What follows belongs to an exercise in optimizing a design on an open flow for small area and a short achievable clock period; a production flow would make more cautious choices. No functional check of the RTL was part of any run shown here. Power and IR drop assume default switching activity.

===== flow/design.v =====
module CORDIC_pipelined (
    input clk,
    input logic signed[15:0] angle,
    output logic signed[15:0] sin, cos
);
logic [15:0] a_q;
logic [14:0] u1_q;
logic [1:0] e1_q;    
logic [13:0] u2_q;
logic [2:0] e2_q;    
logic [13:0] u3_q;
logic [3:0] e3_q;    
logic [12:0] u4_q;
logic [4:0] e4_q;    
logic [12:0] u5_q;
logic [5:0] e5_q;    
logic [12:0] u6_q;
logic [6:0] e6_q;    
logic [7:0] e7_q;
logic [31:0] rom_d;
logic s0;
assign s0 = a_q[15] ^ (|a_q[14:0]);
logic [16:0] v0;
assign v0 = (s0 ? {1'b0, a_q} : {~a_q[15], ~a_q}) - (s0 ? 17'd12868 : 17'd12866);
logic [14:0] f1;
assign f1 = v0[14:0] ^ {15{v0[16]}};
logic [14:0] u1;
assign u1 = f1;
logic [15:0] v1;
assign v1 = {1'b0, u1_q} - 16'd7596;
logic [13:0] f2;
assign f2 = v1[13:0] ^ {14{v1[15]}};
logic [13:0] u2;
assign u2 = f2;
logic [14:0] v2;
assign v2 = {1'b0, u2_q} - 15'd4013;
logic [13:0] f3;
assign f3 = v2[13:0] ^ {14{v2[14]}};
logic [13:0] u3;
assign u3 = f3;
logic [14:0] v3;
assign v3 = {1'b0, u3_q} - 15'd2037;
logic [12:0] f4;
assign f4 = v3[12:0] ^ {13{v3[14]}};
logic [12:0] u4;
assign u4 = f4;
logic [13:0] v4;
assign v4 = {1'b0, u4_q} - 14'd1022;
logic [12:0] f5;
assign f5 = v4[12:0] ^ {13{v4[13]}};
logic [12:0] u5;
assign u5 = f5;
logic [13:0] v5;
assign v5 = {1'b0, u5_q} - 14'd511;
logic [12:0] f6;
assign f6 = v5[12:0] ^ {13{v5[13]}};
logic [12:0] u6;
assign u6 = f6;
logic [13:0] v6;
assign v6 = {1'b0, u6_q} - 14'd255;
always_ff @(posedge clk) begin
    a_q <= angle;
    u1_q <= u1;
    e1_q <= {s0, v0[16]};
    u2_q <= u2;
    e2_q <= {e1_q, v1[15]};
    u3_q <= u3;
    e3_q <= {e2_q, v2[14]};
    u4_q <= u4;
    e4_q <= {e3_q, v3[14]};
    u5_q <= u5;
    e5_q <= {e4_q, v4[13]};
    u6_q <= u6;
    e6_q <= {e5_q, v5[13]};
    e7_q <= {e6_q, v6[13]};
    {sin, cos} <= rom_d;
end
cordic_rom rom_i (.d(e7_q), .q(rom_d));
endmodule
module cordic_rom(d, q);
  input [7:0] d;
  wire [7:0] d;
  output [31:0] q;
  wire [31:0] q;
  wire _0_;
  wire _100_;
  wire _101_;
  wire _102_;
  wire _103_;
  wire _104_;
  wire _105_;
  wire _106_;
  wire _107_;
  wire _108_;
  wire _109_;
  wire _10_;
  wire _110_;
  wire _111_;
  wire _112_;
  wire _113_;
  wire _114_;
  wire _115_;
  wire _116_;
  wire _117_;
  wire _118_;
  wire _119_;
  wire _11_;
  wire _120_;
  wire _121_;
  wire _122_;
  wire _123_;
  wire _124_;
  wire _125_;
  wire _126_;
  wire _127_;
  wire _128_;
  wire _129_;
  wire _12_;
  wire _130_;
  wire _131_;
  wire _132_;
  wire _133_;
  wire _134_;
  wire _135_;
  wire _136_;
  wire _137_;
  wire _138_;
  wire _139_;
  wire _13_;
  wire _140_;
  wire _141_;
  wire _142_;
  wire _143_;
  wire _144_;
  wire _145_;
  wire _146_;
  wire _147_;
  wire _148_;
  wire _149_;
  wire _14_;
  wire _150_;
  wire _151_;
  wire _152_;
  wire _153_;
  wire _154_;
  wire _155_;
  wire _156_;
  wire _157_;
  wire _158_;
  wire _159_;
  wire _15_;
  wire _160_;
  wire _161_;
  wire _162_;
  wire _163_;
  wire _164_;
  wire _165_;
  wire _166_;
  wire _167_;
  wire _168_;
  wire _169_;
  wire _16_;
  wire _170_;
  wire _171_;
  wire _172_;
  wire _173_;
  wire _174_;
  wire _175_;
  wire _176_;
  wire _177_;
  wire _178_;
  wire _179_;
  wire _17_;
  wire _180_;
  wire _181_;
  wire _182_;
  wire _183_;
  wire _184_;
  wire _185_;
  wire _186_;
  wire _187_;
  wire _188_;
  wire _189_;
  wire _18_;
  wire _190_;
  wire _191_;
  wire _192_;
  wire _193_;
  wire _194_;
  wire _195_;
  wire _196_;
  wire _197_;
  wire _198_;
  wire _199_;
  wire _19_;
  wire _1_;
  wire _200_;
  wire _201_;
  wire _202_;
  wire _203_;
  wire _204_;
  wire _205_;
  wire _206_;
  wire _207_;
  wire _208_;
  wire _209_;
  wire _20_;
  wire _210_;
  wire _211_;
  wire _212_;
  wire _213_;
  wire _214_;
  wire _215_;
  wire _216_;
  wire _217_;
  wire _218_;
  wire _219_;
  wire _21_;
  wire _220_;
  wire _221_;
  wire _222_;
  wire _223_;
  wire _224_;
  wire _225_;
  wire _226_;
  wire _227_;
  wire _228_;
  wire _229_;
  wire _22_;
  wire _230_;
  wire _231_;
  wire _232_;
  wire _233_;
  wire _234_;
  wire _235_;
  wire _236_;
  wire _237_;
  wire _238_;
  wire _239_;
  wire _23_;
  wire _240_;
  wire _241_;
  wire _242_;
  wire _243_;
  wire _244_;
  wire _245_;
  wire _246_;
  wire _247_;
  wire _248_;
  wire _249_;
  wire _24_;
  wire _250_;
  wire _251_;
  wire _252_;
  wire _253_;
  wire _254_;
  wire _255_;
  wire _256_;
  wire _257_;
  wire _258_;
  wire _259_;
  wire _25_;
  wire _260_;
  wire _261_;
  wire _262_;
  wire _263_;
  wire _264_;
  wire _265_;
  wire _266_;
  wire _267_;
  wire _268_;
  wire _269_;
  wire _26_;
  wire _270_;
  wire _271_;
  wire _272_;
  wire _273_;
  wire _274_;
  wire _275_;
  wire _276_;
  wire _277_;
  wire _278_;
  wire _279_;
  wire _27_;
  wire _280_;
  wire _281_;
  wire _282_;
  wire _283_;
  wire _284_;
  wire _285_;
  wire _286_;
  wire _287_;
  wire _288_;
  wire _289_;
  wire _28_;
  wire _290_;
  wire _291_;
  wire _292_;
  wire _293_;
  wire _294_;
  wire _295_;
  wire _296_;
  wire _297_;
  wire _298_;
  wire _299_;
  wire _29_;
  wire _2_;
  wire _300_;
  wire _301_;
  wire _302_;
  wire _303_;
  wire _304_;
  wire _305_;
  wire _306_;
  wire _307_;
  wire _308_;
  wire _309_;
  wire _30_;
  wire _310_;
  wire _311_;
  wire _312_;
  wire _313_;
  wire _314_;
  wire _315_;
  wire _316_;
  wire _317_;
  wire _318_;
  wire _319_;
  wire _31_;
  wire _320_;
  wire _321_;
  wire _322_;
  wire _323_;
  wire _324_;
  wire _325_;
  wire _326_;
  wire _327_;
  wire _328_;
  wire _329_;
  wire _32_;
  wire _330_;
  wire _331_;
  wire _332_;
  wire _333_;
  wire _334_;
  wire _335_;
  wire _336_;
  wire _337_;
  wire _338_;
  wire _339_;
  wire _33_;
  wire _340_;
  wire _341_;
  wire _342_;
  wire _343_;
  wire _344_;
  wire _345_;
  wire _346_;
  wire _347_;
  wire _348_;
  wire _349_;
  wire _34_;
  wire _350_;
  wire _351_;
  wire _352_;
  wire _353_;
  wire _354_;
  wire _355_;
  wire _356_;
  wire _357_;
  wire _358_;
  wire _359_;
  wire _35_;
  wire _360_;
  wire _361_;
  wire _362_;
  wire _363_;
  wire _364_;
  wire _365_;
  wire _366_;
  wire _367_;
  wire _368_;
  wire _369_;
  wire _36_;
  wire _370_;
  wire _371_;
  wire _372_;
  wire _373_;
  wire _374_;
  wire _375_;
  wire _376_;
  wire _377_;
  wire _378_;
  wire _379_;
  wire _37_;
  wire _380_;
  wire _381_;
  wire _382_;
  wire _383_;
  wire _384_;
  wire _385_;
  wire _386_;
  wire _387_;
  wire _388_;
  wire _389_;
  wire _38_;
  wire _390_;
  wire _391_;
  wire _392_;
  wire _393_;
  wire _394_;
  wire _395_;
  wire _396_;
  wire _397_;
  wire _398_;
  wire _399_;
  wire _39_;
  wire _3_;
  wire _400_;
  wire _401_;
  wire _402_;
  wire _403_;
  wire _404_;
  wire _405_;
  wire _406_;
  wire _407_;
  wire _408_;
  wire _409_;
  wire _40_;
  wire _410_;
  wire _411_;
  wire _412_;
  wire _413_;
  wire _414_;
  wire _415_;
  wire _416_;
  wire _417_;
  wire _418_;
  wire _419_;
  wire _41_;
  wire _420_;
  wire _421_;
  wire _422_;
  wire _423_;
  wire _424_;
  wire _425_;
  wire _426_;
  wire _427_;
  wire _428_;
  wire _429_;
  wire _42_;
  wire _430_;
  wire _431_;
  wire _432_;
  wire _433_;
  wire _434_;
  wire _435_;
  wire _436_;
  wire _437_;
  wire _438_;
  wire _439_;
  wire _43_;
  wire _440_;
  wire _441_;
  wire _442_;
  wire _443_;
  wire _444_;
  wire _445_;
  wire _446_;
  wire _447_;
  wire _448_;
  wire _449_;
  wire _44_;
  wire _450_;
  wire _451_;
  wire _452_;
  wire _453_;
  wire _454_;
  wire _455_;
  wire _456_;
  wire _457_;
  wire _458_;
  wire _459_;
  wire _45_;
  wire _460_;
  wire _461_;
  wire _462_;
  wire _463_;
  wire _464_;
  wire _465_;
  wire _466_;
  wire _467_;
  wire _468_;
  wire _469_;
  wire _46_;
  wire _470_;
  wire _471_;
  wire _472_;
  wire _473_;
  wire _474_;
  wire _475_;
  wire _476_;
  wire _477_;
  wire _478_;
  wire _479_;
  wire _47_;
  wire _480_;
  wire _481_;
  wire _482_;
  wire _483_;
  wire _484_;
  wire _485_;
  wire _486_;
  wire _487_;
  wire _488_;
  wire _489_;
  wire _48_;
  wire _490_;
  wire _491_;
  wire _492_;
  wire _493_;
  wire _494_;
  wire _495_;
  wire _496_;
  wire _497_;
  wire _498_;
  wire _499_;
  wire _49_;
  wire _4_;
  wire _500_;
  wire _501_;
  wire _502_;
  wire _503_;
  wire _504_;
  wire _505_;
  wire _506_;
  wire _507_;
  wire _508_;
  wire _509_;
  wire _50_;
  wire _510_;
  wire _511_;
  wire _512_;
  wire _513_;
  wire _514_;
  wire _515_;
  wire _516_;
  wire _517_;
  wire _518_;
  wire _519_;
  wire _51_;
  wire _520_;
  wire _521_;
  wire _522_;
  wire _523_;
  wire _524_;
  wire _525_;
  wire _526_;
  wire _527_;
  wire _528_;
  wire _529_;
  wire _52_;
  wire _530_;
  wire _531_;
  wire _532_;
  wire _533_;
  wire _534_;
  wire _535_;
  wire _536_;
  wire _537_;
  wire _538_;
  wire _539_;
  wire _53_;
  wire _540_;
  wire _541_;
  wire _542_;
  wire _543_;
  wire _544_;
  wire _545_;
  wire _546_;
  wire _547_;
  wire _548_;
  wire _549_;
  wire _54_;
  wire _550_;
  wire _551_;
  wire _552_;
  wire _553_;
  wire _554_;
  wire _555_;
  wire _556_;
  wire _557_;
  wire _558_;
  wire _559_;
  wire _55_;
  wire _560_;
  wire _561_;
  wire _562_;
  wire _563_;
  wire _564_;
  wire _565_;
  wire _566_;
  wire _567_;
  wire _568_;
  wire _569_;
  wire _56_;
  wire _570_;
  wire _571_;
  wire _572_;
  wire _573_;
  wire _574_;
  wire _575_;
  wire _576_;
  wire _577_;
  wire _578_;
  wire _579_;
  wire _57_;
  wire _580_;
  wire _581_;
  wire _582_;
  wire _583_;
  wire _584_;
  wire _585_;
  wire _586_;
  wire _587_;
  wire _588_;
  wire _589_;
  wire _58_;
  wire _590_;
  wire _591_;
  wire _592_;
  wire _593_;
  wire _594_;
  wire _595_;
  wire _596_;
  wire _597_;
  wire _598_;
  wire _599_;
  wire _59_;
  wire _5_;
  wire _600_;
  wire _601_;
  wire _602_;
  wire _603_;
  wire _604_;
  wire _605_;
  wire _606_;
  wire _607_;
  wire _608_;
  wire _609_;
  wire _60_;
  wire _610_;
  wire _611_;
  wire _612_;
  wire _613_;
  wire _614_;
  wire _615_;
  wire _616_;
  wire _617_;
  wire _618_;
  wire _619_;
  wire _61_;
  wire _620_;
  wire _621_;
  wire _622_;
  wire _623_;
  wire _624_;
  wire _625_;
  wire _626_;
  wire _627_;
  wire _628_;
  wire _629_;
  wire _62_;
  wire _630_;
  wire _631_;
  wire _632_;
  wire _633_;
  wire _634_;
  wire _635_;
  wire _636_;
  wire _637_;
  wire _638_;
  wire _639_;
  wire _63_;
  wire _640_;
  wire _641_;
  wire _642_;
  wire _643_;
  wire _644_;
  wire _645_;
  wire _646_;
  wire _647_;
  wire _648_;
  wire _649_;
  wire _64_;
  wire _650_;
  wire _651_;
  wire _652_;
  wire _653_;
  wire _654_;
  wire _655_;
  wire _656_;
  wire _657_;
  wire _658_;
  wire _659_;
  wire _65_;
  wire _660_;
  wire _661_;
  wire _662_;
  wire _663_;
  wire _664_;
  wire _665_;
  wire _666_;
  wire _667_;
  wire _668_;
  wire _669_;
  wire _66_;
  wire _670_;
  wire _671_;
  wire _672_;
  wire _673_;
  wire _674_;
  wire _675_;
  wire _676_;
  wire _677_;
  wire _678_;
  wire _679_;
  wire _67_;
  wire _680_;
  wire _681_;
  wire _682_;
  wire _683_;
  wire _684_;
  wire _685_;
  wire _686_;
  wire _687_;
  wire _688_;
  wire _689_;
  wire _68_;
  wire _690_;
  wire _691_;
  wire _692_;
  wire _693_;
  wire _694_;
  wire _695_;
  wire _696_;
  wire _697_;
  wire _698_;
  wire _699_;
  wire _69_;
  wire _6_;
  wire _700_;
  wire _701_;
  wire _702_;
  wire _703_;
  wire _704_;
  wire _705_;
  wire _706_;
  wire _707_;
  wire _708_;
  wire _709_;
  wire _70_;
  wire _710_;
  wire _711_;
  wire _712_;
  wire _713_;
  wire _714_;
  wire _715_;
  wire _716_;
  wire _717_;
  wire _718_;
  wire _719_;
  wire _71_;
  wire _720_;
  wire _721_;
  wire _722_;
  wire _723_;
  wire _724_;
  wire _725_;
  wire _726_;
  wire _727_;
  wire _728_;
  wire _729_;
  wire _72_;
  wire _730_;
  wire _731_;
  wire _732_;
  wire _733_;
  wire _734_;
  wire _735_;
  wire _736_;
  wire _737_;
  wire _738_;
  wire _739_;
  wire _73_;
  wire _740_;
  wire _741_;
  wire _742_;
  wire _743_;
  wire _744_;
  wire _745_;
  wire _746_;
  wire _747_;
  wire _748_;
  wire _749_;
  wire _74_;
  wire _750_;
  wire _751_;
  wire _752_;
  wire _753_;
  wire _754_;
  wire _755_;
  wire _756_;
  wire _757_;
  wire _758_;
  wire _759_;
  wire _75_;
  wire _760_;
  wire _761_;
  wire _762_;
  wire _763_;
  wire _764_;
  wire _765_;
  wire _766_;
  wire _767_;
  wire _768_;
  wire _769_;
  wire _76_;
  wire _770_;
  wire _771_;
  wire _772_;
  wire _773_;
  wire _774_;
  wire _775_;
  wire _776_;
  wire _777_;
  wire _778_;
  wire _779_;
  wire _77_;
  wire _780_;
  wire _781_;
  wire _782_;
  wire _783_;
  wire _784_;
  wire _785_;
  wire _786_;
  wire _78_;
  wire _79_;
  wire _7_;
  wire _80_;
  wire _81_;
  wire _82_;
  wire _83_;
  wire _84_;
  wire _85_;
  wire _86_;
  wire _87_;
  wire _88_;
  wire _89_;
  wire _8_;
  wire _90_;
  wire _91_;
  wire _92_;
  wire _93_;
  wire _94_;
  wire _95_;
  wire _96_;
  wire _97_;
  wire _98_;
  wire _99_;
  wire _9_;
  assign _540_ = _678_ | ~(_663_);
  assign _539_ = _648_ & ~(_540_);
  assign _538_ = _539_ | _594_;
  assign _537_ = _538_ | _541_;
  assign _536_ = _692_ & _740_;
  assign _535_ = _671_ & ~(_576_);
  assign _534_ = _535_ | _536_;
  assign _533_ = ~_741_;
  assign _532_ = _533_ & ~(_611_);
  assign _531_ = d[0] | ~(d[4]);
  assign _530_ = d[3] ? _663_ : _531_;
  assign _529_ = _747_ & ~(_530_);
  assign _528_ = _529_ | _532_;
  assign _527_ = _528_ | _534_;
  assign _526_ = _527_ | _537_;
  assign _525_ = _526_ | _544_;
  assign _524_ = _525_ | _618_;
  assign _523_ = _525_ & _618_;
  assign _522_ = _523_ | d[6];
  assign _521_ = _524_ & ~(_522_);
  assign q[23] = _521_ | _548_;
  assign _520_ = ~(_722_ & _746_);
  assign _519_ = ~(_520_ | _563_);
  assign _518_ = _519_ | _606_;
  assign _517_ = _712_ | _671_;
  assign _516_ = _517_ | _518_;
  assign _515_ = _692_ & ~(_722_);
  assign _514_ = ~(_515_ | _726_);
  assign _513_ = _642_ & ~(_678_);
  assign _512_ = _513_ & ~(_707_);
  assign _511_ = ~(_670_ | _713_);
  assign _510_ = _543_ & ~(_511_);
  assign _509_ = ~(_510_ | _512_);
  assign _508_ = ~(_509_ & _514_);
  assign _507_ = d[2] | d[0];
  assign _506_ = ~(_507_ | _678_);
  assign _505_ = ~(_506_ | _536_);
  assign _504_ = _642_ & ~(_505_);
  assign _503_ = _504_ | _508_;
  assign _502_ = ~_612_;
  assign _501_ = ~(_670_ | _705_);
  assign _500_ = _501_ & ~(_609_);
  assign _499_ = _606_ | _745_;
  assign _498_ = _499_ & ~(_500_);
  assign _497_ = _502_ & ~(_498_);
  assign _496_ = _663_ | _630_;
  assign _495_ = _735_ & ~(_741_);
  assign _494_ = _496_ & ~(_495_);
  assign _493_ = _747_ & ~(_494_);
  assign _492_ = _493_ | _497_;
  assign _491_ = _492_ | _503_;
  assign _490_ = _516_ & ~(_491_);
  assign _489_ = _490_ ^ d[7];
  assign _488_ = _723_ & ~(_489_);
  assign _487_ = ~(_663_ | _714_);
  assign _486_ = _656_ | _701_;
  assign _485_ = d[3] & ~(_745_);
  assign _484_ = _680_ & _740_;
  assign _483_ = _484_ | _485_;
  assign _482_ = _483_ | _486_;
  assign _481_ = ~(_482_ | _487_);
  assign _480_ = _670_ & ~(_566_);
  assign _479_ = _698_ | ~(_678_);
  assign _478_ = _479_ | d[2];
  assign _477_ = _531_ | _595_;
  assign _476_ = _478_ & ~(_477_);
  assign _475_ = _476_ | _480_;
  assign _474_ = _481_ & ~(_475_);
  assign _473_ = _474_ ^ _619_;
  assign _472_ = _635_ & ~(_473_);
  assign q[22] = _472_ | _488_;
  assign _471_ = _747_ & ~(_745_);
  assign _470_ = ~(_713_ & _471_);
  assign _469_ = _470_ & ~(_575_);
  assign _468_ = _612_ & ~(d[0]);
  assign _467_ = _469_ & ~(_468_);
  assign _466_ = d[4] & ~(_467_);
  assign _465_ = ~_698_;
  assign _464_ = _669_ | _465_;
  assign _463_ = d[0] & ~(_464_);
  assign _462_ = _463_ | _532_;
  assign _461_ = ~(_612_ & _692_);
  assign _460_ = d[1] & ~(_461_);
  assign _459_ = _705_ | _642_;
  assign _458_ = d[1] & ~(_459_);
  assign _457_ = _458_ | _460_;
  assign _456_ = _627_ & ~(_478_);
  assign _455_ = _456_ | _457_;
  assign _454_ = _455_ | _462_;
  assign _453_ = _454_ | _466_;
  assign _452_ = d[6] & ~(_453_);
  assign _451_ = d[0] & ~(d[5]);
  assign _450_ = _451_ & ~(d[3]);
  assign _449_ = _599_ & ~(_450_);
  assign _448_ = _449_ | _695_;
  assign _447_ = _496_ & ~(_463_);
  assign _446_ = d[1] & ~(_447_);
  assign _445_ = _716_ & ~(_531_);
  assign _444_ = _445_ | _542_;
  assign _443_ = _507_ & _737_;
  assign _442_ = _443_ | _444_;
  assign _441_ = _442_ | _446_;
  assign _440_ = _663_ | d[1];
  assign _439_ = _698_ & ~(_440_);
  assign _438_ = _565_ & ~(_583_);
  assign _437_ = _438_ | _439_;
  assign _436_ = _437_ | _471_;
  assign _435_ = _436_ & ~(d[2]);
  assign _434_ = ~(_722_ | _714_);
  assign _433_ = _692_ & ~(_583_);
  assign _432_ = _433_ | d[6];
  assign _431_ = _432_ | _434_;
  assign _430_ = _431_ | _435_;
  assign _429_ = _430_ | _441_;
  assign _428_ = _448_ & ~(_429_);
  assign _427_ = _428_ | _452_;
  assign _426_ = d[2] & ~(d[7]);
  assign _425_ = _733_ & ~(_426_);
  assign _424_ = _565_ & ~(_425_);
  assign _423_ = d[6] & ~(d[5]);
  assign _422_ = ~_423_;
  assign _421_ = _424_ & ~(_422_);
  assign _420_ = d[7] & ~(_421_);
  assign _419_ = _663_ | _642_;
  assign _418_ = _677_ & ~(_419_);
  assign _417_ = _418_ | _727_;
  assign _416_ = _747_ & ~(_648_);
  assign _415_ = ~(_416_ | _417_);
  assign _414_ = _683_ | d[4];
  assign _413_ = _716_ & ~(_414_);
  assign _412_ = _413_ | _513_;
  assign _411_ = _412_ | _436_;
  assign _410_ = ~(_411_ | _441_);
  assign _409_ = _410_ & ~(_415_);
  assign _408_ = _409_ | _618_;
  assign q[21] = _427_ ? _420_ : _408_;
  assign _407_ = _565_ & ~(_743_);
  assign _406_ = ~(_630_ | _714_);
  assign _405_ = _461_ & ~(_406_);
  assign _404_ = _405_ & ~(_608_);
  assign _403_ = _404_ | _407_;
  assign _402_ = _433_ | _694_;
  assign _401_ = _402_ | _541_;
  assign _400_ = ~(_507_ & _714_);
  assign _399_ = _419_ & ~(_672_);
  assign _398_ = _399_ | _486_;
  assign _397_ = _400_ & ~(_398_);
  assign _396_ = _397_ | _401_;
  assign _395_ = _403_ & ~(_396_);
  assign _394_ = ~(_479_ | _745_);
  assign _393_ = ~(_692_ & _642_);
  assign _392_ = _684_ & _607_;
  assign _391_ = _393_ & ~(_392_);
  assign _390_ = ~(_391_ | _533_);
  assign _389_ = _390_ | _394_;
  assign _388_ = _395_ & ~(_389_);
  assign _387_ = _619_ & ~(_451_);
  assign _386_ = _387_ | _388_;
  assign _385_ = _471_ | d[7];
  assign _384_ = _385_ | ~(_388_);
  assign _383_ = ~(_384_ & _635_);
  assign _382_ = _386_ & ~(_383_);
  assign _381_ = _701_ & ~(_658_);
  assign _380_ = _381_ | _592_;
  assign _379_ = _380_ | _581_;
  assign _378_ = _642_ ? _746_ : _745_;
  assign _377_ = _698_ & ~(_378_);
  assign _376_ = ~(_377_ | _379_);
  assign _375_ = _609_ | d[5];
  assign _374_ = ~(_375_ | _574_);
  assign _373_ = _706_ ? _745_ : _375_;
  assign _372_ = ~(_595_ | _740_);
  assign _371_ = ~_372_;
  assign _370_ = _642_ ? _542_ : _371_;
  assign _369_ = _373_ & ~(_370_);
  assign _368_ = _565_ & ~(_369_);
  assign _367_ = _368_ | _374_;
  assign _366_ = _376_ & ~(_367_);
  assign _365_ = _439_ | _619_;
  assign _364_ = _366_ & ~(_365_);
  assign _363_ = _723_ & ~(_364_);
  assign _362_ = _647_ | _619_;
  assign _361_ = _362_ | _434_;
  assign _360_ = _361_ ^ _366_;
  assign _359_ = _363_ & ~(_360_);
  assign q[20] = _359_ | _382_;
  assign _358_ = ~(_612_ & d[0]);
  assign _357_ = _358_ | _698_;
  assign _356_ = _656_ | ~(_739_);
  assign _355_ = _356_ | _406_;
  assign _354_ = _357_ & ~(_355_);
  assign _353_ = ~(_680_ & _744_);
  assign _352_ = _642_ & ~(_531_);
  assign _351_ = ~(_352_ | _570_);
  assign _350_ = ~(_351_ & _353_);
  assign _349_ = _354_ & ~(_350_);
  assign _348_ = _349_ | _619_;
  assign _347_ = d[7] & ~(_416_);
  assign _346_ = _349_ & ~(_347_);
  assign _345_ = _346_ | _731_;
  assign _344_ = _348_ & ~(_345_);
  assign _343_ = _344_ | _727_;
  assign _342_ = d[7] & ~(d[6]);
  assign _341_ = _565_ ? _710_ : _701_;
  assign _340_ = _341_ & ~(_609_);
  assign _339_ = _566_ & ~(_358_);
  assign _338_ = _339_ | _340_;
  assign _337_ = ~(_678_ | _741_);
  assign _336_ = _704_ & ~(_337_);
  assign _335_ = d[1] & ~(_336_);
  assign _334_ = _335_ | _338_;
  assign _333_ = _377_ | ~(_469_);
  assign _332_ = _680_ & ~(d[0]);
  assign _331_ = d[2] ? _352_ : _332_;
  assign _330_ = ~(_648_ | _690_);
  assign _329_ = _330_ | _506_;
  assign _328_ = _329_ | _331_;
  assign _327_ = _328_ | _333_;
  assign _326_ = _327_ | _334_;
  assign _325_ = _342_ & ~(_326_);
  assign _324_ = ~(_683_ & _747_);
  assign _323_ = d[1] & ~(d[5]);
  assign _322_ = ~(_583_ | _696_);
  assign _321_ = _322_ | _323_;
  assign _320_ = _321_ | ~(_324_);
  assign _319_ = ~(_320_ & _684_);
  assign _318_ = _713_ & ~(_375_);
  assign _317_ = _670_ | _710_;
  assign _316_ = ~(_696_ & _565_);
  assign _315_ = _317_ & ~(_316_);
  assign _314_ = d[7] | d[6];
  assign _313_ = _314_ | _315_;
  assign _312_ = _313_ | _318_;
  assign _311_ = _319_ & ~(_312_);
  assign _310_ = _451_ & ~(_725_);
  assign _309_ = _405_ & ~(_310_);
  assign _308_ = _577_ & ~(_309_);
  assign _307_ = _713_ & ~(_661_);
  assign _306_ = _479_ & ~(_419_);
  assign _305_ = _306_ | _307_;
  assign _304_ = _305_ | _308_;
  assign _303_ = _311_ & ~(_304_);
  assign _302_ = _303_ | _325_;
  assign q[19] = _343_ & ~(_302_);
  assign _301_ = _479_ | d[1];
  assign _300_ = d[2] & ~(d[0]);
  assign _299_ = ~(_300_ | _670_);
  assign _298_ = _299_ | _301_;
  assign _297_ = _501_ | _710_;
  assign _296_ = _300_ | _746_;
  assign _295_ = _297_ & ~(_296_);
  assign _294_ = _295_ | _417_;
  assign _293_ = _298_ & ~(_294_);
  assign _292_ = d[1] ? d[2] : _515_;
  assign _291_ = _292_ & _407_;
  assign _290_ = _332_ & _323_;
  assign _289_ = _641_ & ~(_609_);
  assign _288_ = _289_ | _633_;
  assign _287_ = _288_ | _290_;
  assign _286_ = _287_ | _291_;
  assign _285_ = _293_ & ~(_286_);
  assign _284_ = ~(_520_ | _630_);
  assign _283_ = _692_ & _735_;
  assign _282_ = ~_283_;
  assign _281_ = ~(_282_ & _464_);
  assign _280_ = ~(_281_ | _284_);
  assign _279_ = _495_ | d[6];
  assign _278_ = _595_ & _680_;
  assign _277_ = _628_ & _612_;
  assign _276_ = _277_ | _278_;
  assign _275_ = _276_ | _279_;
  assign _274_ = _465_ & ~(_440_);
  assign _273_ = _513_ & ~(_740_);
  assign _272_ = _273_ | _274_;
  assign _271_ = _272_ | _275_;
  assign _270_ = _280_ & ~(_271_);
  assign _269_ = _270_ | _285_;
  assign _268_ = _669_ & ~(_296_);
  assign _267_ = ~(_670_ & _746_);
  assign _266_ = ~(_267_ & _496_);
  assign _265_ = _266_ | _268_;
  assign _264_ = _265_ | _705_;
  assign _263_ = d[5] & ~(d[6]);
  assign _262_ = _663_ | ~(_725_);
  assign _261_ = _263_ & ~(_262_);
  assign _260_ = _422_ & ~(_261_);
  assign _259_ = _264_ & ~(_260_);
  assign _258_ = _618_ & ~(_259_);
  assign _257_ = _423_ & ~(_265_);
  assign _256_ = _257_ | _617_;
  assign q[18] = _269_ ? _258_ : _256_;
  assign _255_ = d[4] & ~(_663_);
  assign _254_ = _255_ & ~(_398_);
  assign _253_ = _735_ & ~(_459_);
  assign _252_ = d[0] & ~(_658_);
  assign _251_ = _252_ & ~(_725_);
  assign _250_ = _251_ | _253_;
  assign _249_ = ~(_710_ & d[4]);
  assign _248_ = _372_ & ~(_249_);
  assign _247_ = _277_ | _322_;
  assign _246_ = _247_ | _248_;
  assign _245_ = _246_ | _250_;
  assign _244_ = ~(_245_ | _254_);
  assign _243_ = _747_ & ~(_662_);
  assign _242_ = _679_ & ~(_706_);
  assign _241_ = _242_ | _513_;
  assign _240_ = _241_ | _417_;
  assign _239_ = ~(_240_ | _243_);
  assign _238_ = ~(_239_ & _244_);
  assign _237_ = _511_ & ~(_515_);
  assign _236_ = _237_ | _577_;
  assign _235_ = _542_ & ~(_630_);
  assign _234_ = _432_ | ~(_470_);
  assign _233_ = _506_ & _520_;
  assign _232_ = d[4] ? d[3] : d[2];
  assign _231_ = _232_ & _451_;
  assign _230_ = _231_ | _233_;
  assign _229_ = _230_ | _234_;
  assign _228_ = _229_ | _235_;
  assign _227_ = _236_ & ~(_228_);
  assign _226_ = _238_ & ~(_227_);
  assign _225_ = ~(_226_ | _365_);
  assign _224_ = _399_ & ~(_248_);
  assign _223_ = _671_ ? _670_ : _669_;
  assign _222_ = _223_ | _371_;
  assign _221_ = _672_ & ~(_222_);
  assign _220_ = _221_ | _224_;
  assign _219_ = _407_ & _662_;
  assign _218_ = d[6] & ~(_570_);
  assign _217_ = _218_ & ~(_219_);
  assign _216_ = ~(_217_ & _220_);
  assign _215_ = _721_ & ~(_514_);
  assign _214_ = _618_ & ~(_215_);
  assign _213_ = _735_ & ~(_563_);
  assign _212_ = _705_ & ~(_663_);
  assign _211_ = _212_ & ~(_571_);
  assign _210_ = _232_ & _628_;
  assign _209_ = ~(_210_ | _318_);
  assign _208_ = _209_ & ~(_211_);
  assign _207_ = _208_ & ~(_213_);
  assign _206_ = _207_ | d[6];
  assign _205_ = ~(_206_ & _214_);
  assign _204_ = _216_ & ~(_205_);
  assign q[17] = _204_ | _225_;
  assign _203_ = ~_595_;
  assign _202_ = _713_ | ~(_741_);
  assign _201_ = _203_ & ~(_202_);
  assign _200_ = _635_ & ~(_201_);
  assign _199_ = _604_ | _677_;
  assign _198_ = _648_ & _698_;
  assign _197_ = _650_ ? _199_ : _198_;
  assign _196_ = _200_ & ~(_197_);
  assign _195_ = d[6] & ~(d[7]);
  assign _194_ = ~_195_;
  assign _193_ = _641_ & ~(_194_);
  assign _192_ = _337_ & ~(_619_);
  assign _191_ = _690_ & ~(_192_);
  assign _190_ = _191_ | _746_;
  assign _189_ = _656_ | ~(_715_);
  assign _188_ = _189_ | ~(_723_);
  assign _187_ = _190_ & ~(_188_);
  assign _186_ = _187_ | _193_;
  assign q[16] = _186_ | _196_;
  assign q[15] = _730_ & ~(_732_);
  assign _185_ = d[6] & ~(_424_);
  assign _184_ = _185_ | q[15];
  assign _183_ = ~(_184_ | _719_);
  assign _182_ = _183_ & _635_;
  assign q[14] = _182_ | q[15];
  assign q[13] = ~_183_;
  assign _181_ = d[6] & ~(_711_);
  assign _180_ = _181_ | _700_;
  assign q[12] = _180_ | _184_;
  assign _179_ = _674_ & ~(d[6]);
  assign _178_ = _525_ | d[6];
  assign _177_ = _183_ | ~(_688_);
  assign _176_ = _178_ & ~(_177_);
  assign q[11] = _176_ | _179_;
  assign _175_ = _671_ ? _607_ : _669_;
  assign _174_ = _175_ | d[6];
  assign _173_ = _174_ & ~(_183_);
  assign _172_ = _173_ | _652_;
  assign q[10] = _172_ & ~(_181_);
  assign _171_ = _727_ & ~(_622_);
  assign _170_ = _424_ & ~(d[5]);
  assign _169_ = _170_ | _727_;
  assign _168_ = _637_ & ~(_169_);
  assign q[9] = _168_ | _171_;
  assign _167_ = _727_ & ~(_558_);
  assign _166_ = _599_ & ~(_169_);
  assign q[8] = _166_ | _167_;
  assign _165_ = ~_342_;
  assign _164_ = _416_ & ~(_642_);
  assign _163_ = _164_ | _165_;
  assign _162_ = _680_ & ~(_507_);
  assign _161_ = _314_ | ~(_678_);
  assign _160_ = ~(_161_ | _162_);
  assign _159_ = _160_ & _626_;
  assign _158_ = _163_ & ~(_159_);
  assign _157_ = _678_ | _671_;
  assign _156_ = _157_ & ~(_471_);
  assign _155_ = _156_ & ~(_453_);
  assign _154_ = _155_ | _158_;
  assign _153_ = _337_ & ~(_154_);
  assign _152_ = _525_ | ~(_432_);
  assign _151_ = _550_ & ~(_432_);
  assign _150_ = _151_ | _170_;
  assign _149_ = _152_ & ~(_150_);
  assign q[7] = _149_ | _153_;
  assign _148_ = _625_ & ~(q[21]);
  assign _147_ = _148_ | _727_;
  assign _146_ = _680_ & ~(d[2]);
  assign _145_ = _146_ & ~(q[21]);
  assign _144_ = _147_ & ~(_145_);
  assign _143_ = _144_ | _490_;
  assign _142_ = _474_ & ~(d[6]);
  assign _141_ = _170_ ? d[6] : _142_;
  assign _140_ = _141_ | _153_;
  assign q[6] = _143_ & ~(_140_);
  assign _139_ = _426_ & ~(_696_);
  assign _138_ = _139_ & ~(_642_);
  assign _137_ = _138_ | _410_;
  assign _136_ = _706_ & ~(_137_);
  assign _135_ = _677_ & ~(_136_);
  assign _134_ = _135_ | _154_;
  assign _133_ = d[6] & ~(_137_);
  assign _132_ = _695_ | ~(_714_);
  assign _131_ = _132_ & ~(_625_);
  assign _130_ = _195_ & ~(_131_);
  assign _129_ = _130_ | _133_;
  assign q[5] = _134_ & ~(_129_);
  assign _128_ = _713_ & ~(_743_);
  assign _127_ = _128_ | _500_;
  assign _126_ = _495_ & ~(_747_);
  assign _125_ = _330_ | _126_;
  assign _124_ = ~(_125_ | _127_);
  assign _123_ = _124_ & ~(_253_);
  assign _122_ = d[2] ? d[4] : d[1];
  assign _121_ = _122_ | ~(_543_);
  assign _120_ = _121_ & ~(_506_);
  assign _119_ = d[3] & ~(_120_);
  assign _118_ = _119_ | _379_;
  assign _117_ = _123_ & ~(_118_);
  assign _116_ = d[6] & ~(_117_);
  assign _115_ = _116_ & ~(_364_);
  assign _114_ = _376_ & ~(_290_);
  assign _113_ = d[7] & ~(_114_);
  assign _112_ = _605_ & ~(d[0]);
  assign _111_ = _593_ | d[6];
  assign _110_ = _111_ | _112_;
  assign _109_ = _395_ & ~(_110_);
  assign _108_ = _109_ | _113_;
  assign _107_ = _108_ | _115_;
  assign _106_ = ~(_165_ | _388_);
  assign _105_ = _106_ | _153_;
  assign q[4] = _107_ & ~(_105_);
  assign _104_ = ~(_426_ & _653_);
  assign _103_ = _282_ & ~(_213_);
  assign _102_ = _103_ | _642_;
  assign _101_ = _641_ | ~(_324_);
  assign _100_ = ~(_507_ & _746_);
  assign _99_ = _101_ & ~(_100_);
  assign _98_ = d[1] & ~(_612_);
  assign _97_ = _479_ | ~(_583_);
  assign _96_ = _98_ & ~(_97_);
  assign _95_ = _670_ & ~(_671_);
  assign _94_ = _512_ | _95_;
  assign _93_ = _94_ | _96_;
  assign _92_ = _93_ | _99_;
  assign _91_ = _102_ & ~(_92_);
  assign _90_ = _104_ & ~(_91_);
  assign _89_ = _390_ & _653_;
  assign _88_ = _596_ & ~(_690_);
  assign _87_ = _564_ & ~(_609_);
  assign _86_ = _337_ | _571_;
  assign _85_ = ~(_86_ | _87_);
  assign _84_ = _85_ & ~(_88_);
  assign _83_ = _619_ & ~(_84_);
  assign _82_ = _83_ | _89_;
  assign _81_ = _82_ | _90_;
  assign _80_ = _619_ & ~(_616_);
  assign _79_ = _80_ | _170_;
  assign _78_ = _326_ & ~(_79_);
  assign _77_ = _658_ & _722_;
  assign _76_ = _619_ & ~(_77_);
  assign _75_ = _139_ | ~(_704_);
  assign _74_ = _75_ | _76_;
  assign _73_ = _531_ & ~(_680_);
  assign _72_ = _607_ & ~(_73_);
  assign _71_ = _72_ | _332_;
  assign _70_ = _351_ & ~(_71_);
  assign _69_ = _74_ & ~(_70_);
  assign _68_ = _69_ | _78_;
  assign q[3] = _727_ ? _81_ : _68_;
  assign _67_ = _461_ | _609_;
  assign _66_ = _658_ & ~(d[3]);
  assign _65_ = _66_ | _678_;
  assign _64_ = _695_ & ~(_746_);
  assign _63_ = _64_ & ~(_669_);
  assign _62_ = _63_ | _546_;
  assign _61_ = _65_ & ~(_62_);
  assign _60_ = ~(_128_ | _332_);
  assign _59_ = d[2] & ~(_60_);
  assign _58_ = _59_ | _374_;
  assign _57_ = _61_ & ~(_58_);
  assign _56_ = _727_ & ~(_57_);
  assign _55_ = _606_ | _743_;
  assign _54_ = _543_ & ~(d[2]);
  assign _53_ = _54_ | _381_;
  assign _52_ = _55_ & ~(_53_);
  assign _51_ = _615_ | ~(_461_);
  assign _50_ = _52_ & ~(_51_);
  assign _49_ = _697_ | _727_;
  assign _48_ = _49_ | _519_;
  assign _47_ = _50_ & ~(_48_);
  assign _46_ = ~(_406_ & d[2]);
  assign _45_ = ~(_46_ & _618_);
  assign _44_ = _45_ | _47_;
  assign _43_ = _44_ | _56_;
  assign _748_ = ~_451_;
  assign _749_ = _630_ ? q[28] : _748_;
  assign _750_ = _749_ | d[1];
  assign _751_ = _678_ ? _300_ : _485_;
  assign _752_ = _751_ & ~(_394_);
  assign _753_ = _392_ | _406_;
  assign _754_ = _753_ | _165_;
  assign _755_ = _515_ & _609_;
  assign _756_ = d[1] ? _747_ : _698_;
  assign _757_ = _756_ & _670_;
  assign _758_ = _757_ | _310_;
  assign _759_ = _758_ | _755_;
  assign _760_ = _759_ | _754_;
  assign _761_ = _760_ | _752_;
  assign _762_ = _750_ & ~(_761_);
  assign _763_ = _43_ & ~(_762_);
  assign _764_ = _67_ & ~(_763_);
  assign _765_ = ~(_479_ & _642_);
  assign _766_ = _765_ & ~(_440_);
  assign _767_ = _735_ & ~(_574_);
  assign _768_ = ~(_767_ | _460_);
  assign _769_ = ~(_768_ & _280_);
  assign _770_ = _769_ | _766_;
  assign _771_ = _618_ | _727_;
  assign _772_ = _770_ & ~(_771_);
  assign q[2] = _772_ | _764_;
  assign _773_ = _242_ & ~(_747_);
  assign _774_ = _684_ & ~(_609_);
  assign _775_ = ~(_157_ | _669_);
  assign _776_ = _775_ | _774_;
  assign _777_ = _776_ | _773_;
  assign _778_ = _777_ | _335_;
  assign _779_ = _244_ & ~(_778_);
  assign _780_ = ~(_779_ | _550_);
  assign _781_ = _630_ & _740_;
  assign _782_ = ~(_595_ | _678_);
  assign _783_ = ~(_782_ | _781_);
  assign _784_ = _630_ | ~(_451_);
  assign _785_ = _582_ | ~(_784_);
  assign _786_ = _783_ & ~(_785_);
  assign _0_ = _235_ | _437_;
  assign _1_ = _786_ & ~(_0_);
  assign _2_ = _417_ | _619_;
  assign _3_ = _2_ | _1_;
  assign _4_ = _3_ | _780_;
  assign _5_ = _671_ & ~(_518_);
  assign _6_ = _160_ & ~(_5_);
  assign _7_ = _6_ | _737_;
  assign _8_ = _745_ & ~(d[2]);
  assign _9_ = _8_ & ~(_311_);
  assign _10_ = _534_ & ~(_122_);
  assign _11_ = _10_ | _87_;
  assign _12_ = _11_ | _9_;
  assign _13_ = _7_ & ~(_12_);
  assign _14_ = _342_ & ~(_779_);
  assign _15_ = _746_ & ~(_710_);
  assign _16_ = _15_ & ~(_669_);
  assign _17_ = _716_ & _543_;
  assign _18_ = _747_ & ~(_658_);
  assign _19_ = _18_ | _565_;
  assign _20_ = _19_ | _17_;
  assign _21_ = _20_ | _16_;
  assign _22_ = _283_ & ~(_706_);
  assign _23_ = _88_ | _194_;
  assign _24_ = _23_ | _22_;
  assign _25_ = _21_ & ~(_24_);
  assign _26_ = _25_ | _14_;
  assign _27_ = _26_ | _13_;
  assign q[1] = _4_ & ~(_27_);
  assign _28_ = d[6] & ~(_690_);
  assign _29_ = d[7] & ~(_28_);
  assign _30_ = _29_ & ~(_729_);
  assign _31_ = _317_ & ~(_189_);
  assign _32_ = ~(_657_ & d[5]);
  assign _33_ = _32_ | _49_;
  assign _34_ = _479_ | _203_;
  assign _35_ = _713_ & _714_;
  assign _36_ = _35_ | d[6];
  assign _37_ = _34_ & ~(_36_);
  assign _38_ = _33_ & ~(_37_);
  assign _39_ = ~(_38_ | _31_);
  assign _40_ = ~_39_;
  assign _41_ = d[7] & d[2];
  assign _42_ = _39_ & ~(_41_);
  assign q[0] = _30_ ? _40_ : _42_;
  assign q[30] = ~_728_;
  assign _747_ = ~d[5];
  assign _746_ = ~d[1];
  assign _745_ = d[0] | d[1];
  assign _744_ = d[5] ? _746_ : _745_;
  assign _743_ = ~(d[5] & d[0]);
  assign _742_ = ~_743_;
  assign _741_ = d[3] | d[2];
  assign _740_ = d[0] & d[1];
  assign _739_ = _740_ | _741_;
  assign _738_ = _739_ | _742_;
  assign _737_ = _744_ & ~(_738_);
  assign _736_ = _737_ | _747_;
  assign _735_ = d[1] & ~(d[0]);
  assign _734_ = d[2] & ~(_735_);
  assign _733_ = d[3] & ~(_734_);
  assign _732_ = _733_ | d[4];
  assign _731_ = _736_ & ~(_732_);
  assign _730_ = ~(d[6] | d[5]);
  assign _729_ = _731_ & ~(_730_);
  assign _728_ = _729_ | d[7];
  assign _727_ = ~d[6];
  assign _726_ = d[5] & ~(_745_);
  assign _725_ = d[4] | d[3];
  assign _724_ = _726_ & ~(_725_);
  assign _723_ = _727_ & ~(_724_);
  assign _722_ = d[2] | ~(d[3]);
  assign _721_ = ~(_722_ | _735_);
  assign _720_ = d[4] & ~(_721_);
  assign _719_ = ~(_720_ | _736_);
  assign _718_ = ~(_719_ | _723_);
  assign q[29] = _718_ ^ _728_;
  assign _717_ = d[1] & ~(d[3]);
  assign _716_ = d[2] & ~(_717_);
  assign _715_ = ~(_716_ & d[5]);
  assign _714_ = ~(d[5] & d[1]);
  assign _713_ = d[4] & ~(d[3]);
  assign _712_ = _713_ & ~(_714_);
  assign _711_ = _715_ & ~(_712_);
  assign _710_ = d[5] & ~(d[3]);
  assign _709_ = _710_ & _711_;
  assign _708_ = _709_ | d[6];
  assign _707_ = ~_735_;
  assign _706_ = ~d[2];
  assign _705_ = d[5] | ~(d[4]);
  assign _704_ = _705_ | _706_;
  assign _703_ = _707_ & ~(_704_);
  assign _702_ = _720_ & ~(_703_);
  assign _701_ = d[3] & ~(d[5]);
  assign _700_ = _702_ & ~(_701_);
  assign _699_ = _708_ & ~(_700_);
  assign q[28] = _699_ ^ _728_;
  assign _698_ = d[5] & d[4];
  assign _697_ = _698_ & ~(_722_);
  assign _696_ = d[1] | ~(d[5]);
  assign _695_ = d[4] | ~(d[2]);
  assign _694_ = ~(_695_ | _696_);
  assign _693_ = ~(_694_ | _697_);
  assign _692_ = d[5] & ~(d[4]);
  assign _691_ = _692_ & ~(_745_);
  assign _690_ = ~(_692_ & d[3]);
  assign _689_ = _691_ | ~(_690_);
  assign _688_ = _693_ & ~(_689_);
  assign _687_ = _713_ & ~(d[5]);
  assign _686_ = _687_ & ~(_734_);
  assign _685_ = _706_ & ~(_745_);
  assign _684_ = d[4] & ~(d[2]);
  assign _683_ = d[3] & ~(d[0]);
  assign _682_ = _684_ & ~(_683_);
  assign _681_ = _682_ | _685_;
  assign _680_ = d[3] & ~(d[4]);
  assign _679_ = _680_ & _745_;
  assign _678_ = d[5] | d[4];
  assign _677_ = ~_678_;
  assign _676_ = _677_ | _679_;
  assign _675_ = _676_ | _681_;
  assign _674_ = ~(_675_ | _686_);
  assign _673_ = _727_ ? _688_ : _674_;
  assign q[27] = ~(_673_ ^ _728_);
  assign _672_ = ~_705_;
  assign _671_ = ~d[0];
  assign _670_ = d[2] & ~(d[3]);
  assign _669_ = _722_ & ~(_670_);
  assign _668_ = _671_ ? d[1] : _669_;
  assign _667_ = _672_ & ~(_668_);
  assign _666_ = ~(_669_ & d[0]);
  assign _665_ = d[5] & ~(_666_);
  assign _664_ = ~(_665_ | _667_);
  assign _663_ = d[2] | ~(d[0]);
  assign _662_ = d[1] ? _706_ : _663_;
  assign _661_ = ~(_662_ & d[0]);
  assign _660_ = _744_ | ~(_733_);
  assign _659_ = _661_ & ~(_660_);
  assign _658_ = d[2] | ~(d[1]);
  assign _657_ = _658_ | ~(_692_);
  assign _656_ = _684_ & _710_;
  assign _655_ = _656_ | ~(_657_);
  assign _654_ = _655_ | _659_;
  assign _653_ = _664_ & ~(_654_);
  assign _652_ = ~_653_;
  assign _651_ = _723_ ? _711_ : _652_;
  assign _650_ = _651_ ^ _728_;
  assign q[26] = ~_650_;
  assign _649_ = _692_ & ~(_663_);
  assign _648_ = d[2] | d[1];
  assign _647_ = _710_ & ~(_648_);
  assign _646_ = _696_ | _725_;
  assign _645_ = _647_ | ~(_646_);
  assign _644_ = ~(_645_ | _649_);
  assign _643_ = _686_ | _691_;
  assign _642_ = ~d[3];
  assign _641_ = _698_ & ~(_642_);
  assign _640_ = ~_690_;
  assign _639_ = d[2] ? _641_ : _640_;
  assign _638_ = _639_ | _643_;
  assign _637_ = _644_ & ~(_638_);
  assign _636_ = ~(_637_ & _727_);
  assign _635_ = d[6] & ~(_731_);
  assign _634_ = ~(_695_ | _745_);
  assign _633_ = _698_ & ~(_648_);
  assign _632_ = _633_ | ~(_646_);
  assign _631_ = _632_ | _634_;
  assign _630_ = ~(d[4] & d[3]);
  assign _629_ = ~(_630_ | _743_);
  assign _628_ = ~(d[5] | d[0]);
  assign _627_ = _657_ & ~(_628_);
  assign _626_ = ~(_717_ & d[2]);
  assign _625_ = _698_ & ~(_626_);
  assign _624_ = _625_ | ~(_627_);
  assign _623_ = _624_ | _629_;
  assign _622_ = _623_ | _631_;
  assign _621_ = _635_ & ~(_622_);
  assign _620_ = _636_ & ~(_621_);
  assign q[25] = _620_ ^ _728_;
  assign _619_ = ~d[7];
  assign _618_ = _619_ & ~(_724_);
  assign _617_ = ~_618_;
  assign _616_ = _722_ & ~(_671_);
  assign _615_ = _706_ & ~(_646_);
  assign _614_ = _657_ & ~(_615_);
  assign _613_ = _614_ | _616_;
  assign _612_ = d[3] & d[2];
  assign _611_ = d[4] ? _714_ : _743_;
  assign _610_ = _612_ & ~(_611_);
  assign _609_ = d[1] | ~(d[0]);
  assign _608_ = _710_ & ~(_609_);
  assign _607_ = ~(d[5] | d[1]);
  assign _606_ = ~(d[4] & d[2]);
  assign _605_ = _607_ & ~(_606_);
  assign _604_ = _605_ | _633_;
  assign _603_ = _604_ | _608_;
  assign _602_ = _603_ | _610_;
  assign _601_ = _713_ & ~(_668_);
  assign _600_ = _601_ | _602_;
  assign _599_ = _613_ & ~(_600_);
  assign _598_ = _599_ ^ _617_;
  assign _597_ = _727_ & ~(_598_);
  assign _596_ = ~_745_;
  assign _595_ = d[2] & d[1];
  assign _594_ = _595_ & ~(_743_);
  assign _593_ = _670_ & ~(_743_);
  assign _592_ = _593_ | _594_;
  assign _591_ = _592_ | _596_;
  assign _590_ = ~(_591_ & _641_);
  assign _589_ = _740_ | ~(_745_);
  assign _588_ = ~(_669_ & _677_);
  assign _587_ = _589_ & ~(_588_);
  assign _586_ = ~_692_;
  assign _585_ = d[0] ? _746_ : _670_;
  assign _584_ = _585_ & ~(_586_);
  assign _583_ = d[3] | d[0];
  assign _582_ = _607_ & ~(_583_);
  assign _581_ = _582_ & ~(_606_);
  assign _580_ = _581_ | _584_;
  assign _579_ = _580_ | _587_;
  assign _578_ = _590_ & ~(_579_);
  assign _577_ = ~_740_;
  assign _576_ = ~(_713_ & _706_);
  assign _575_ = _612_ & ~(d[5]);
  assign _574_ = _576_ & ~(_575_);
  assign _573_ = ~(_745_ & d[4]);
  assign _572_ = _573_ | _574_;
  assign _571_ = ~(_648_ | _630_);
  assign _570_ = _571_ & ~(d[0]);
  assign _569_ = _570_ | _697_;
  assign _568_ = _572_ & ~(_569_);
  assign _567_ = _577_ & ~(_568_);
  assign _566_ = _589_ | d[4];
  assign _565_ = ~d[4];
  assign _564_ = _670_ & ~(_565_);
  assign _563_ = _705_ & ~(_564_);
  assign _562_ = _740_ & ~(_563_);
  assign _561_ = _562_ | ~(_566_);
  assign _560_ = _561_ & ~(_669_);
  assign _559_ = _560_ | _567_;
  assign _558_ = _578_ & ~(_559_);
  assign _557_ = _558_ ^ _619_;
  assign _556_ = _635_ & ~(_557_);
  assign q[24] = _556_ | _597_;
  assign _555_ = _648_ & ~(_616_);
  assign _554_ = ~(_555_ | _586_);
  assign _553_ = _612_ | ~(_745_);
  assign _552_ = ~(_698_ & _741_);
  assign _551_ = _553_ & ~(_552_);
  assign _550_ = ~(_551_ | _554_);
  assign _549_ = _550_ ^ _619_;
  assign _548_ = _635_ & ~(_549_);
  assign _547_ = _603_ | ~(_745_);
  assign _546_ = _633_ & ~(d[0]);
  assign _545_ = _546_ | _642_;
  assign _544_ = _547_ & ~(_545_);
  assign _543_ = d[5] & ~(d[0]);
  assign _542_ = _543_ & ~(_658_);
  assign _541_ = _542_ & ~(_565_);
  assign q[31] = q[30];
endmodule
module cordic_top (
    input  logic clk,
    input  logic signed[15:0] angle,
    output logic signed[15:0] sin, cos
);
    CORDIC_pipelined dut_basic(
        .clk(clk),
        .angle(angle),
        .sin(sin),
        .cos(cos)
    );
endmodule

===== flow/run.sh =====
#!/bin/bash
# synth_recipe.tcl (not shown) runs the flow's synth.tcl, then flattens the netlist and writes it again
# the make line also repeats each setting of config.mk as NAME=value (left out here)
make -C /OpenROAD-flow-scripts/flow DESIGN_CONFIG=/design/flow/config.mk WORK_HOME=/design/flow/orfs CLKGATE_MAP_FILE= SYNTH_SCRIPT=/design/flow/synth_recipe.tcl finish

===== flow/config.mk =====
export PLATFORM = sky130hd
export DESIGN_NAME = cordic_top
export DESIGN_NICKNAME = cordic_top
export VERILOG_FILES = /design/flow/design.v
export SDC_FILE = /design/flow/constraint.sdc
export NUM_CORES = 4
export LEC_CHECK = 0
export CAP_MARGIN = 20
export CORE_MARGIN = 2
export CORE_UTILIZATION = 45
export SLEW_MARGIN = 20

===== flow/constraint.sdc =====
create_clock -name core_clock -period 3.3 [get_ports {clk}]
set_input_delay 0.6600 -clock core_clock [delete_from_list [all_inputs] [get_ports {clk}]]
set_output_delay 0.6600 -clock core_clock [all_outputs]
set_load 0.01 [all_outputs]

==> summary.txt, run 1 <==
Syn Nets=approximately 1200; port buffer count=48; Antenna Nets Post-Route=0; die width=149.0 um; Pre-Repair DR Iteration Count=6; Yosys cell types=81; Critical Path AT=around 3.5 ns; Post-synth ARST share=0; Via-to-Cell Ratio=between 5 and 6; Placer Congestion=1.009; layout cell share with drive strength beyond 1=0.1291; Final min period=3.102 ns; Die ar.=0.02219 sq mm; register area share after synthesis=0.3472; cells after synthesis=1156; Worst-path clk slew=0.07 ns; Routed WL per cell=21.24 um; Layout area overhead=19.53%; 1st-iter DRT viols=1080; drt total wl=32180 um; Worst Clk Skew=roughly 0.011 ns; RSZ-0062 raised after global routing=no; setup violators final=0; synth top area cells=dfxtp_1 (35%), xnor2_1 (9.0%), a21oi_1 (4.1%); WHS Endpoint=dut_basic.e7_q[6]$_DFF_P_; top cells by count, synth=dfxtp_1 (164), xnor2_1 (97), nand2_1 (94); largest net degree at the start of global routing=54; most common cell in the synthesized netlist=dfxtp_1; Combinational Power Share=0.596; clock latency (worst-skew pair)=0.43 ns; max_slew headroom=0.3311; vias in the first global route=8306; r2r endpoint=dut_basic.u1_q[1]$_DFF_P_; Psw=between 5 and 6 mW; # IOs=49; ys flop type=dfxtp_1; dpl hpwl=23690 um; final hold slack=0.3263 ns; Startpoint Class=flip-flop; CTS buffer count=17; # Max-Cap Violations=0; Worst EP required=between 3 and 4 ns; Leak Pwr=roughly 4.4 nW; Flop pwr share=0.253; clock root buffer=clkbuf_16; Remaining DRCs=0; multi-input logic area=about 0.0057 sq mm; FMAX=322.4 MHz; Yosys reg bits=164; crit-path max FO=6; Worst-Margin Slew=0.9979 ns; power density cells=approximately 1200 mW/mm^2; Post-synth EDFFs=0; Clk pwr share=0.151; Worst Hold Class=flip-flop to flip-flop; initial antenna violation count=2; critical path capture point type=flip-flop; clock tree sinks=between 150 and 200; VDD IR max=just under 0.0005 V; core area=0.02082 sq mm; worst reg2reg path depth=13; R2R Path Start=dut_basic.a_q[0]$_DFF_P_; area leader, netlist=dfxtp_1; Storage cell area=0.003288 sq mm; Mapped Avg Cell Area=8.179 sq um; Final Hold Fails=0; switch share=0.4534; hold path cells=0; reg2reg setup slack=0.20 ns; Total GRT Usage=0.2912; Clock Tree Buf Depth=2; starting density of the core=0.4541; CTS HTree Levels=4; CTS tree=built; cell area after synthesis=about 0.0095 sq mm; first-pass GRT wire length=roughly 50000 um; status=complete, no violations; final period utilization=0.9400; Sum Neg Setup Slack=0 ns; GRT Residual Overflow=0; Internal=7.172 mW; yosys warns=1; top-area cell type share of the netlist area=0.3472; num rows=53; via count=9087; Final nets=around 1300; min-delay src=dut_basic.e6_q[5]$_DFF_P_; WS Path Type=flip-flop to flip-flop; fillcell total=~2000; Final Slew Violations=0; Die Height=149.0 um
[worst max-delay path by stage]
stage	from	end	slack [ns]	depth (start not counted)
after detailed placement	dut_basic.a_q[0]$_DFF_P_	dut_basic.u1_q[13]$_DFF_P_	0.08	12
after floorplan	dut_basic.a_q[3]$_DFF_P_	dut_basic.u1_q[11]$_DFF_P_	0.01	14
after CTS	dut_basic.a_q[0]$_DFF_P_	dut_basic.u1_q[13]$_DFF_P_	0.06	12
after global placement	dut_basic.a_q[0]$_DFF_P_	dut_basic.u1_q[7]$_DFF_P_	0.13	13
after global routing	dut_basic.a_q[5]$_DFF_P_	dut_basic.u1_q[13]$_DFF_P_	0.02	12
final	dut_basic.a_q[0]$_DFF_P_	dut_basic.u1_q[1]$_DFF_P_	0.20	13
[layout by cell type (no fill, tap or decap), types with 5 or more instances in the layout]
| master | instances |
|---|---|
| dfxtp_1 | 160 |
| xnor2_1 | 97 |
| nand2_1 | 94 |
| nor2_1 | 87 |
| buf_4 | 85 |
| a21oi_1 | 78 |
| o21ai_0 | 74 |
| clkdlybuf4s50_1 | 48 |
| nand3_1 | 40 |
| xor2_1 | 38 |
| inv_1 | 35 |
| nand2b_1 | 28 |
| nor2b_1 | 23 |
| nor3_1 | 21 |
| ha_1 | 19 |
| clkbuf_16 | 17 |
| and3_1 | 15 |
| a31oi_1 | 15 |
| o211ai_1 | 14 |
| a221oi_1 | 13 |
| nand4_1 | 11 |
| a211oi_1 | 11 |
| o22ai_1 | 10 |
| mux2i_1 | 9 |
| o31ai_1 | 8 |
| and2_1 | 8 |
| or3_1 | 7 |
| o21a_1 | 7 |
| or2_2 | 7 |
| a21o_1 | 6 |
| nand3b_1 | 6 |
| and3b_1 | 5 |
| a21boi_0 | 5 |
| a2bb2oi_1 | 5 |
| o32ai_1 | 5 |
| a32oi_1 | 5 |
| nor4b_1 | 5 |
| nand4b_1 | 5 |
| o221ai_1 | 5 |
[power groups by stage]
stage               registers (mW)  logic (mW)  clock network (mW)
floorplan                     3.36        4.76                   0
global placement              3.34        7.63                   0
detailed placement            3.36        7.54                   0
CTS                           3.32        7.57                2.03
global route                  3.41        8.32                2.11
finish                        3.32        7.82                1.98
[through the flow]
stage	instance area [sq um]	setup WS (ns)	total power, mW	instances	utilization
after floorplan	9459	0.01341	8.114	1156	-
after global placement	10660	0.1320	10.97	1482	0.5121
after detailed placement	10660	0.07944	10.91	1482	0.5121
after CTS	11260	0.05946	12.92	1514	0.5406
after global routing	11300	0.01914	13.84	1514	0.5427
final	11300	0.1981	13.12	1515	0.5428
[worst max-delay path, stage by stage (launching register included)]
cell     delay [ns]
dfxtp_1        0.33
nor4_2         0.29
and4_1         0.22
ha_1           0.25
inv_2          0.13
ha_2           0.21
and4b_2        0.23
a41o_1         0.26
o22ai_2        0.20
a31oi_2        0.14
nor3_4         0.27
xor2_4         0.18
buf_4          0.17
xor2_1         0.13
[state kept, by name, indices dropped and copies added (netlist names), 3 cells and up]
register        cells
dut_basic.u2_q     14
dut_basic.a_q      16
dut_basic.e3_q      4
dut_basic.e7_q      8
dut_basic.u5_q     13
dut_basic.sin      15
dut_basic.cos      16
dut_basic.u3_q     14
dut_basic.e4_q      5
dut_basic.e5_q      6
dut_basic.u6_q     13
dut_basic.e6_q      7
dut_basic.e2_q      3
dut_basic.u1_q     15
dut_basic.u4_q     13
[layer usage]
metal | track usage | part of all wire | up-vias
met5 | 0 | 0.00040 | -
met4 | 0.1171 | 0.040 | 2
met3 | 0.1067 | 0.13 | 115
met2 | 0.4194 | 0.41 | 553
met1 | 0.3938 | 0.42 | 4169
li1 | - | - | 4248
[logic make-up after synthesis]
logic type                 after synthesis  synth area share
AOI/OAI and AO/OA                      312            0.2174
xor gates and xnor gates               138            0.1321
adders and majority gates               20           0.02647
buffers and inverters                  123           0.05240
DFF                                    164            0.3472
muxes                                   12           0.01310
and+or+nand+nor                        387            0.2113
[cell type report]
type,count,area share
tap,275,0.03044
clock buffer,20,0.04041
multi-input combinational,869,0.5069
sequential,164,0.2909
inverter,36,0.01196
timing repair buffer,138,0.1071
clock inverter,12,0.01207
antenna,1,0.0002214
[timing repair]
item | in CTS | in global routing
hold buffers | 0 | 0
setup endpoints to repair | 0 | 11
gates resized for setup | 0 | 9
buffers inserted | 0 | 0
==> run 2: changes to the inputs <==
--- a/flow/config.mk
+++ b/flow/config.mk
@@ -6,4 +6,5 @@
 export NUM_CORES = 4
 export LEC_CHECK = 0
+export ABC_AREA = 1
 export CAP_MARGIN = 20
 export CORE_MARGIN = 2
==> run 2 against run 1 <==
Net effect:
- still clean on timing, DRC and antenna
- clock-buffer cell count down 3
- power down 11%
- clock skew is 0.0019 ns higher
- area after synthesis is 6.2% lower
- cell count increased by 6.3%
- sequential power is 2% lower
- register-to-register slack gained 0.08 ns
- critical path depth rose by 7
- fmax rose by 2.7%
- utilization up 1.2 points
- highest routed layer is now met4
==> summary.txt, run 2 <==
status=complete, no violations (unchanged); most common cell after layout, fill and taps aside=nand2_1 (was dfxtp_1); CTS HTree Levels=4 (unchanged); Worst-Margin Slew=0.7734 ns (was 0.9979 ns); clock latency (worst-skew pair)=0.44 ns (was 0.43 ns); final period utilization=0.9149 (was 0.9400); met2 Use GR=0.5168 (was 0.4194); Most Crowded Layer GR=met2 (unchanged); cell area after synthesis=0.008874 sq mm (was 0.009455 sq mm); Clock Tree Buf Depth=2 (unchanged); layout cell share with drive strength beyond 1=0.1048 (was 0.1291); GRT Residual Overflow=0 (unchanged); # Max-Cap Violations=0 (unchanged); Sum Neg Setup Slack=0 ns (unchanged); Final Slew Violations=0 (unchanged); most frequent cells in the layout=nand2_1 (285), dfxtp_1 (164), inv_1 (135) (was dfxtp_1 (160), xnor2_1 (97), nand2_1 (94)); Antenna Nets Post-Route=0 (unchanged); crit-path max FO=15 (was 6); dpl hpwl=25950 um (was 23690 um); register area share after synthesis=0.3700 (was 0.3472); Mapped Avg Cell Area=7.238 sq um (was 8.179 sq um); core area=0.01940 sq mm (was 0.02082 sq mm); Placer Congestion=1.120 (was 1.009); Worst Hold Class=flip-flop to flip-flop (unchanged); area leader, netlist=dfxtp_1 (unchanged); M1 GR Usage=0.4223 (was 0.3938); met3 Usage GRT=0.09702 (was 0.1067); largest net degree at the start of global routing=26 (was 54); Die ar.=0.02086 sq mm (was 0.02219 sq mm); power density cells=1089 mW/mm^2 (was 1161 mW/mm^2); Final min period=3.019 ns (was 3.102 ns); die width=144.4 um (was 149.0 um); Post-synth ARST share=0 (unchanged); ys flop type=dfxtp_1 (unchanged); post-layout util=0.5548 (was 0.5428); most common cell in the synthesized netlist=nand2_1 (was dfxtp_1); post-CTS setup buffers=0 (unchanged); clock root buffer=clkbuf_16 (unchanged); critical path capture point type=flip-flop (unchanged); CTS buffer count=17 (unchanged); initial antenna violation count=1 (was 2); top cells by count, synth=nand2_1 (285), dfxtp_1 (164), inv_1 (135) (was dfxtp_1 (164), xnor2_1 (97), nand2_1 (94)); RSZ-0062 raised after global routing=no (unchanged); top-area cell type share of the netlist area=0.3700 (was 0.3472); starting density of the core=0.4574 (was 0.4541); cells after synthesis=1226 (was 1156); Via-to-Cell Ratio=5.562 (was 5.998); FMAX=331.2 MHz (was 322.4 MHz); 1st-iter DRT viols=1174 (was 1080); max_slew headroom=0.4844 (was 0.3311); Pre-Repair DR Iteration Count=14 (was 6); Post-synth EDFFs=0 (unchanged); CTS tree=built (unchanged); # IOs=49 (unchanged); Leak Pwr=5.114 nW (was 4.442 nW); Critical Path AT=3.35 ns (was 3.46 ns); fillcell total=1861 (was 2021); Yosys reg bits=164 (unchanged); Worst EP required=3.63 ns (was 3.66 ns); num rows=51 (was 53); setup violators final=0 (unchanged); Layout area overhead=21.28% (was 19.53%); synth top area cells=dfxtp_1 (37%), nand2_1 (12%), xor2_1 (8.1%) (was dfxtp_1 (35%), xnor2_1 (9.0%), a21oi_1 (4.1%)); WS Path Type=flip-flop to flip-flop (unchanged); VDD IR max=0.0005206 V (was 0.0004913 V); cell count after placement=1579 (was 1482); via count=8960 (was 9087); Final nets=1370 (was 1263); Remaining DRCs=0 (unchanged); Total GRT Usage=0.3357 (was 0.2912); Syn Nets=1263 (was 1193)
## run 2: cell types whose count changed in the layout (fill, tap and decap cells not counted), moves of 9 or more
cell	previous run	this run
nand2_1	94	285
inv_1	35	135
xnor2_1	97	51
xor2_1	38	82
a21oi_1	78	42
nand3_1	40	73
nor2_1	87	116
nand2b_1	28	0
nor2b_1	23	0
o21ai_0	74	56
and3_1	15	1
a221oi_1	13	1
a31oi_1	15	6
## run 2: final timing paths
path                                  start                         to  slack (ns)  depth (start not counted)
setup / recovery   dut_basic.a_q[5]$_DFF_P_  dut_basic.u1_q[3]$_DFF_P_        0.28                         20
hold / removal    dut_basic.e2_q[1]$_DFF_P_  dut_basic.e3_q[2]$_DFF_P_        0.33                          0
setup reg to reg   dut_basic.a_q[5]$_DFF_P_  dut_basic.u1_q[3]$_DFF_P_        0.28                         20
hold reg to reg   dut_basic.e2_q[1]$_DFF_P_  dut_basic.e3_q[2]$_DFF_P_        0.33                          0
## run 2: timing repair
item | in CTS | in global routing
endpoints found under the hold margin | 0 | 0
resized for setup | 0 | 2
hold buffers | 0 | 0
endpoints found under the setup margin | 0 | 14
## run 2: worst max-delay path: stages (launching register included)
cell,delay [ns]
dfxtp_1,0.32
nor4_1,0.27
nand2_1,0.10
nor2_1,0.11
ha_1,0.26
inv_2,0.10
ha_1,0.25
xnor2_1,0.20
nor2_1,0.09
nor2_2,0.13
nand2_2,0.09
nand2_2,0.07
nand2_2,0.07
o21ai_2,0.19
nand2_2,0.11
nand2_4,0.11
nand2_2,0.07
nand2_2,0.09
nand2_4,0.12
nand2_1,0.10
nand2_1,0.06
## run 2: cell families (layout without fill, tap and decap cells)
| logic type | Yosys count | after routing | synth area share |
|---|---|---|---|
| AOI/OAI and AO/OA | 176 | 176 | 0.1224 |
| and+or+nand+nor | 548 | 548 | 0.2614 |
| muxes | 1 | 1 | 0.001128 |
| DFF | 164 | 164 | 0.3700 |
| buffers and inverters | 182 | 302 | 0.08192 |
| adders and majority gates | 20 | 20 | 0.02820 |
| xor gates and xnor gates | 135 | 135 | 0.1349 |
## run 2: area by class of cell
type / count / area [sq um] / share of cell area
flip-flops and latches: 164 / 3283 / 0.3051
repair buffers: 131 / 1104 / 0.1025
well taps: 265 / 331.6 / 0.03081
clock inverters: 15 / 214.0 / 0.01988
inverters: 139 / 521.8 / 0.04848
multi-input cells: 880 / 4882 / 0.4537
clock buffers: 17 / 425.4 / 0.03953
## run 2: stage by stage
step | power, mW | hold WS [ns] | area (sq um) | setup WS (ns)
after floorplan | 6.941 | 0.3096 | 8874 | 0.2129
after global placement | 9.513 | 0.3103 | 10110 | 0.3441
after detailed placement | 9.443 | 0.3121 | 10110 | 0.2991
after CTS | 11.54 | 0.3288 | 10750 | 0.2439
after global routing | 12.42 | 0.3342 | 10760 | 0.006106
final | 11.72 | 0.3264 | 10760 | 0.2807
## run 2: routing by layer
metal  wire length (um)  vias to the layer above
met5                  0                        -
met4               2248                        0
met3               3966                      157
met2              14530                      601
met1              13090                     4009
li1                   -                     4193
## run 2: report_power, final
part           internal (mW)  leakage, nW  switching, mW  total [mW]
combinational           2.44         3.43           3.93        6.37
clock                   1.10        0.303          0.982        2.08
sequential              2.83         1.38          0.434        3.27
total                   6.38         5.11           5.34        11.7

[re-timing with driven ports]
The results above use ideal ports. As a check the final layouts listed here were re-extracted and re-timed, cells and wires unchanged.
Step 1, drivers: a clkbuf_16 drives clk and a buf_2 each remaining input, both assumed.
Step 2 times the ports against the registers' clock, not the clock port: input delays grow and output delays shrink by t, the midpoint of the rising clock arrivals with the driver on.
a / b / c = ideal / step 1 / step 2; a / b = the first two.
run	shift t [ns]	setup slack, ns
run 1	0.467	0.198 / 0.198 / 0.198
run 2	0.479	0.281 / 0.281 / 0.281
After both steps every run listed still meets setup and hold.
